Context: an optimization exercise on an open-source flow, tuned for small area and a short achievable clock period. The choices shown serve that exercise and are no tape-out recipe. Function was not checked in any run shown here: the RTL went through the layout flow alone. Power figures rest on the tool's default switching activity, not on a simulated workload.

## flow/design.v (module list and top-level ports; edited modules follow where they fit)
// module FIRLPF: 1136 lines
// module FIRLPF_fa: 4 lines
// module FIRLPF_ha: 4 lines
// module FIRLPF_gp: 4 lines
module FIRLPF(
       input                     Clock,
       input                     Rst_n,
       input      signed  [31:0] InputData1,
       output     signed  [31:0] OutputData
);
  // ...
==> flow/flow/run.sh <==
#!/bin/bash
# The standard layout (standard.sh) with one change to how it is made:
# the port buffers that global placement inserts use buf_2 instead of the
# flow's default pick, a slow delay buffer. Everything else, including
# synthesis, is the standard flow's. The tools' full output goes to
# standard.log in the work folder (and to the ORFS logs under orfs/logs).
set -euo pipefail
export BUFFER_PORTS_ARGS="-buffer_cell sky130_fd_sc_hd__buf_2"
bash standard.sh > standard.log 2>&1
==> flow/standard.sh <==
#!/bin/bash
# synth_recipe.tcl (not shown) runs the flow's synth.tcl, then flattens the netlist and writes it again
# the make line also repeats each setting of config.mk as NAME=value (left out here)
make -C /OpenROAD-flow-scripts/flow DESIGN_CONFIG=/design/flow/config.mk WORK_HOME=/design/flow/orfs CLKGATE_MAP_FILE= SYNTH_SCRIPT=/design/flow/synth_recipe.tcl "${@:-finish}"
==> flow/config.mk <==
export PLATFORM = sky130hd
export DESIGN_NAME = FIRLPF
export DESIGN_NICKNAME = FIRLPF
export VERILOG_FILES = /design/flow/design.v
export SDC_FILE = /design/flow/constraint.sdc
export NUM_CORES = 4
export LEC_CHECK = 0
export CAP_MARGIN = 20
export CELL_PAD_IN_SITES_DETAIL_PLACEMENT = 1
export CORE_MARGIN = 2
export CORE_UTILIZATION = 30
export PLACE_DENSITY = 0.5
export SLEW_MARGIN = 20
export SYNTH_HIERARCHICAL = 1
export SYNTH_MINIMUM_KEEP_SIZE = 0
==> flow/constraint.sdc <==
create_clock -name core_clock -period 11.0 [get_ports {Clock}]
set_input_delay 2.2000 -clock core_clock [delete_from_list [all_inputs] [get_ports {Clock}]]
set_output_delay 2.2000 -clock core_clock [all_outputs]
set_load 0.01 [all_outputs]
==> summary.md, run 1 <==
| Metric | Value |
|---|---|
| Multi-input logic portion of the cell area | between 50% and 60% |
| Status | finished clean |
| Global-route wire length before repair | 89,820 microns |
| CP Cell Sequence | buf_2 |
| Area of the multi-input gates | 12,850 sq um |
| Buffering overhead | 1.973% |
| Avg WL per Cell | around 19 microns |
| Final HPWL DP | around 39,000 microns |
| Combinational gate power | 2.59 mW |
| Syn_nets | roughly 2,300 |
| Pwr Total | roughly 6 mW |
| Critical path data arrival time | 1.36 ns |
| IO buf count | 65 |
| Met2 wire len | 26,570 microns |
| Endpoint, Worst Hold | R7[17] |
| Largest registers | Sc (40), Ss (40), xr (32) |
| Kind of critical path | flop to output pin |
| CP Buf/Inv Count | 1 |
| CTS Hold Bufs | 0 |
| Reg-to-reg slack, setup | 7.49 ns |
| Fin crit period | 3.555 ns |
| Share of cells above drive strength 1 | 10.01% |
| Site Rows | a little under 100 |
| Met3 usage in global routing | ~2.4% |
| Metal3 WL | 2217 microns |
==> run 2, diff against run 1 <==
==> flow/flow/run.sh (replaced) <==
#!/bin/bash
# The standard layout (standard.sh) with two changes to how it is made:
# - the port buffers that global placement inserts use buf_2 instead of the
#   flow's default pick, a slow delay buffer;
# - after placement resizing (repair_design), flip-flops that drive many
#   loads get their strongest drive strength of the same cell type
#   (post_resize.tcl); detailed placement then legalizes them as usual.
# Everything else, including synthesis, is the standard flow's. The tools'
# full output goes to standard.log in the work folder (and to the ORFS logs
# under orfs/logs).
set -euo pipefail
here=$(cd "$(dirname "$0")" && pwd)
export BUFFER_PORTS_ARGS="-buffer_cell sky130_fd_sc_hd__buf_2"
export POST_RESIZE_TCL="$here/post_resize.tcl"
bash standard.sh > standard.log 2>&1
==> flow/flow/post_resize.tcl (new file) <==
# Sourced by ORFS after repair_design in the placement resizing step.
# Upsize flip-flops whose output drives more than 6 pins to the _4 drive
# strength of the same cell (same function, same type of flip-flop).
set n_up 0
foreach inst [get_cells *] {
  set master [get_property $inst ref_name]
  if {![regexp {^(sky130_fd_sc_hd__(dfxtp|dfrtp|dfstp))_[12]$} $master -> base]} { continue }
  set fo 0
  foreach pin [get_pins -of_objects $inst -filter "direction == output"] {
    set net [get_nets -of_objects $pin]
    if {$net eq ""} { continue }
    incr fo [llength [get_pins -of_objects $net -filter "direction == input"]]
  }
  if {$fo > 6} {
    replace_cell $inst ${base}_4
    incr n_up
  }
}
puts "post_resize.tcl: upsized $n_up flip-flops"
==> summary.md, run 2 <==
| Metric | Value |
|---|---|
| Status | finished clean (unchanged) |
| Drt via density | 4.874 (was 4.875) |
| Height of the chip | 276.3 microns (unchanged) |
| Leakage | 11.84 nW (was 11.83 nW) |
| Post-CTS sizing | 0 (unchanged) |
| Later-pin clock latency in the skew report | 0.59 ns (about the same) |
| Largest registers | Sc (40), Ss (40), xr (32) (unchanged) |
| Switching Fraction | 35.81% (was 35.37%) |
| Residual DRC | 0 (unchanged) |
| Vias | 14,170 (was 14,180) |
| Share of cells above drive strength 1 | 12.11% (was 10.01%) |
| Net Sw Power | 2.127 mW (was 2.100 mW) |
| CP Launch Point | ctl[4] (was U[27]) |
| Fin crit period | 3.504 ns (was 3.555 ns) |
| Max_slew headroom | 29.94% (was 29.33%) |
| Clock network fraction of total power | 25.7% (about the same) |
| Initial DRC count | 738 (was 784) |
| Final setup margin | 7.496 ns (was 7.445 ns) |
| Syn_nets | 2,322 (unchanged) |
| Worst Tran Pin Value | 1.050 ns (was 1.059 ns) |
| Final slew viol count | 0 (unchanged) |
| Reg-to-reg slack, setup | 7.50 ns (was 7.49 ns) |
| Final number of hold-violating endpoints | 0 (unchanged) |
| Global-route wire length before repair | 90,670 microns (was 89,820 microns) |
| H-tree depth | 2 (unchanged) |
| Avg WL per Cell | 19.15 microns (was 19.07 microns) |
| TNS Setup | 0 ns (unchanged) |
| Critical path data arrival time | 3.95 ns (was 1.36 ns) |
| Routed WL | 55,680 microns (was 55,470 microns) |
| Clock Tree Buf Depth | 3 (unchanged) |
| Diode count | 0 (was 1) |
| Worst IR drop on VDD | 0.0001203 V (was 0.0001270 V) |
| Internal power | 3.813 mW (was 3.836 mW) |
| Largest net degree at the start of global routing | 56 (unchanged) |
| RSZ-0062 raised after global routing | no (unchanged) |
| Grt total ovfl | 0 (unchanged) |
| Synth warn | 7 (unchanged) |
| Register clock-pin slew on the reported worst setup and hold paths | 0.07 ns (was 0.06 ns) |
| Fin area | 24,640 sq um (was 24,480 sq um) |
| Crit start category | flop (unchanged) |
| Horiz. Die Dim | 276.3 microns (unchanged) |
| Mapped Avg Cell Area | 11.26 sq um (unchanged) |
| Cell area after synthesis | 22,250 sq um (unchanged) |
| Io pins | 66 (unchanged) |
| Worst-path fanout max | 31 (was 10) |
| CTS Buf Count | 44 (was 45) |
| Reg2Reg Launch Point | ctl[4] (was ctl[9]) |
| Final Cycle Share | 31.86% (was 32.32%) |
| Worst hold slack | 0.3215 ns (was 0.3175 ns) |
| Nets | 2,261 (was 2,262) |
| Max-cap check violation count | 0 (unchanged) |
| TritonCTS clock tree | built (unchanged) |
| Post-Place Worst Slack | 7.556 ns (was 7.488 ns) |
| Layout Cells excl Fill | 2,908 (was 2,909) |
| Initial core utilization | 30.39% (unchanged) |
| Most common cell after layout, fill and taps aside | dfxtp_1 (unchanged) |
| Worst Hold Class | flop to flop (unchanged) |
| Core Box Area | 73,210 sq um (unchanged) |
| Clock Tree Root | clkbuf_16 (unchanged) |
| Seq pwr share | 30.6% (was 30.7%) |
| Post-CTS Setup Bufs | 0 (unchanged) |
| Clk sinks | 398 (unchanged) |
| CTS Hold Bufs | 0 (unchanged) |
| DR pass1 iterations | 5 (was 8) |
| WP data required | 11.45 ns (was 8.80 ns) |
| Site Rows | 99 (unchanged) |
| Synth-to-layout area growth | 10.76% (was 10.03%) |
| Hold Path Origin | R6[15] (was R6[17]) |
| GRT Total Usage | 14.76% (was 14.61%) |
| Kind of critical path | flop to flop (was flop to output pin) |
| Most frequent cells in the layout | 318 x dfxtp_1, 221 x fa_1, 189 x mux2i_1, 143 x a21o_1, 92 x ha_1 (was 353 x dfxtp_1, 221 x fa_1, 189 x mux2i_1, 143 x a21o_1, 92 x ha_1) |
| Placed Cells | 2,827 (unchanged) |
| Final antenna-violating net count | 0 (unchanged) |
| Pwr Total | 5.941 mW (was 5.936 mW) |
| Mapped Cells | 1,975 (unchanged) |
| Die area | 76,340 sq um (unchanged) |
| IO buf count | 65 (unchanged) |
| Critical Path End Type | flop (was output pin) |
| Logic pwr share | 43.7% (was 43.6%) |
| F_max | 0.2854 GHz (was 0.2813 GHz) |
| Initial antenna violation count | 2 (was 4) |
| Final setup viols | 0 (unchanged) |
| Final HPWL DP | 38,890 microns (was 38,830 microns) |
| Placer Congestion | 0.7632 (unchanged) |
| Cell area after placement | 23,120 sq um (was 22,940 sq um) |
| Worst Skew | 0.02637 ns (was 0.02748 ns) |
| Power per cell area | 241.1 nW/um^2 (was 242.5 nW/um^2) |
| Final Core Density | 33.66% (was 33.44%) |
| Number of global-route vias before repair | 15,830 (was 15,770) |
[run 2: changes by cell type in the layout (fill, tap and decap cells not counted), sizes merged]
| cell | delta |
|---|---|
| clkinv | +3 |
| clkinvlp | -1 |
| diode | -1 |
| inv | +3 |
| clkbuf | -5 |
[run 2: final timing paths]
check | to | cells past startpoint
min reg2reg | R7[15] | 0
max in group asynchronous | U[27] | 2
min | R7[15] | 0
min in group asynchronous | Count[2] | 2
max | Sc[24] | 6
max reg2reg | Sc[24] | 6
[run 2: routing by layer]
layer	wire (microns)	part of all wire [%]	global-route usage (%)	up-vias
met4	998	1.8	3.699	0
met5	0	0	0	-
met3	2217	4.0	2.197	72
met1	25880	46	19.89	7234
met2	26580	48	24.78	276
li1	-	-	-	6591
[run 2: layout make-up]
cell class / instances / area (sq um)
Sequential cell: 398 / 8349
Clock inverter: 24 / 244.0
Fill cell: 7933 / 48570
Inverter: 63 / 239.0
Clock buffer: 57 / 1275
Tap cell: 959 / 1200
Timing Repair Buffer: 86 / 483.0
Multi-Input combinational cell: 1321 / 12850
[run 2: power by group through the flow]
stage                     Combinational, mW  Sequential (mW)  Clock (mW)
final                                  2.60             1.82        1.53
after global routing                   2.99             1.84        1.64
after CTS                              2.67             1.82        1.58
after detailed placement               2.64             1.84           0
after global placement                 2.50             1.85           0
after floorplan                        2.07             1.76           0
[run 2: worst max-delay path, cell delays in order (launching register included)]
cell	delay (ns)
dfxtp_1	0.31
inv_1	0.74
o21ai_0	0.29
fa_1	0.58
fa_1	0.48
fa_1	0.54
fa_1	0.41

-- what the ideal ports hide --
How much do the figures lean on ideal ports? The routed layouts below were timed once more, with nothing changed but the port constraints. Step 1 sets driving cells, clkbuf_16 on the clock port and buf_2 on the other inputs (assumed; they add their load-dependent delay and slew). Step 2 times the ports against the registers' clock, not the clock port: input delays grow and output delays shrink by t, the midpoint of the rising clock arrivals with the driver on. Slacks: no drivers / after step 1 / after step 2; pairs: no drivers / after step 1.
run	shift t [ns]	slack for setup (ns)	latest minus earliest clock arrival (ns)
run 1	0.641	7.445 / 7.381 / 7.488	0.028 / 0.027
run 2	0.642	7.496 / 7.455 / 7.496	0.028 / 0.028
After both steps every run listed still meets setup and hold.
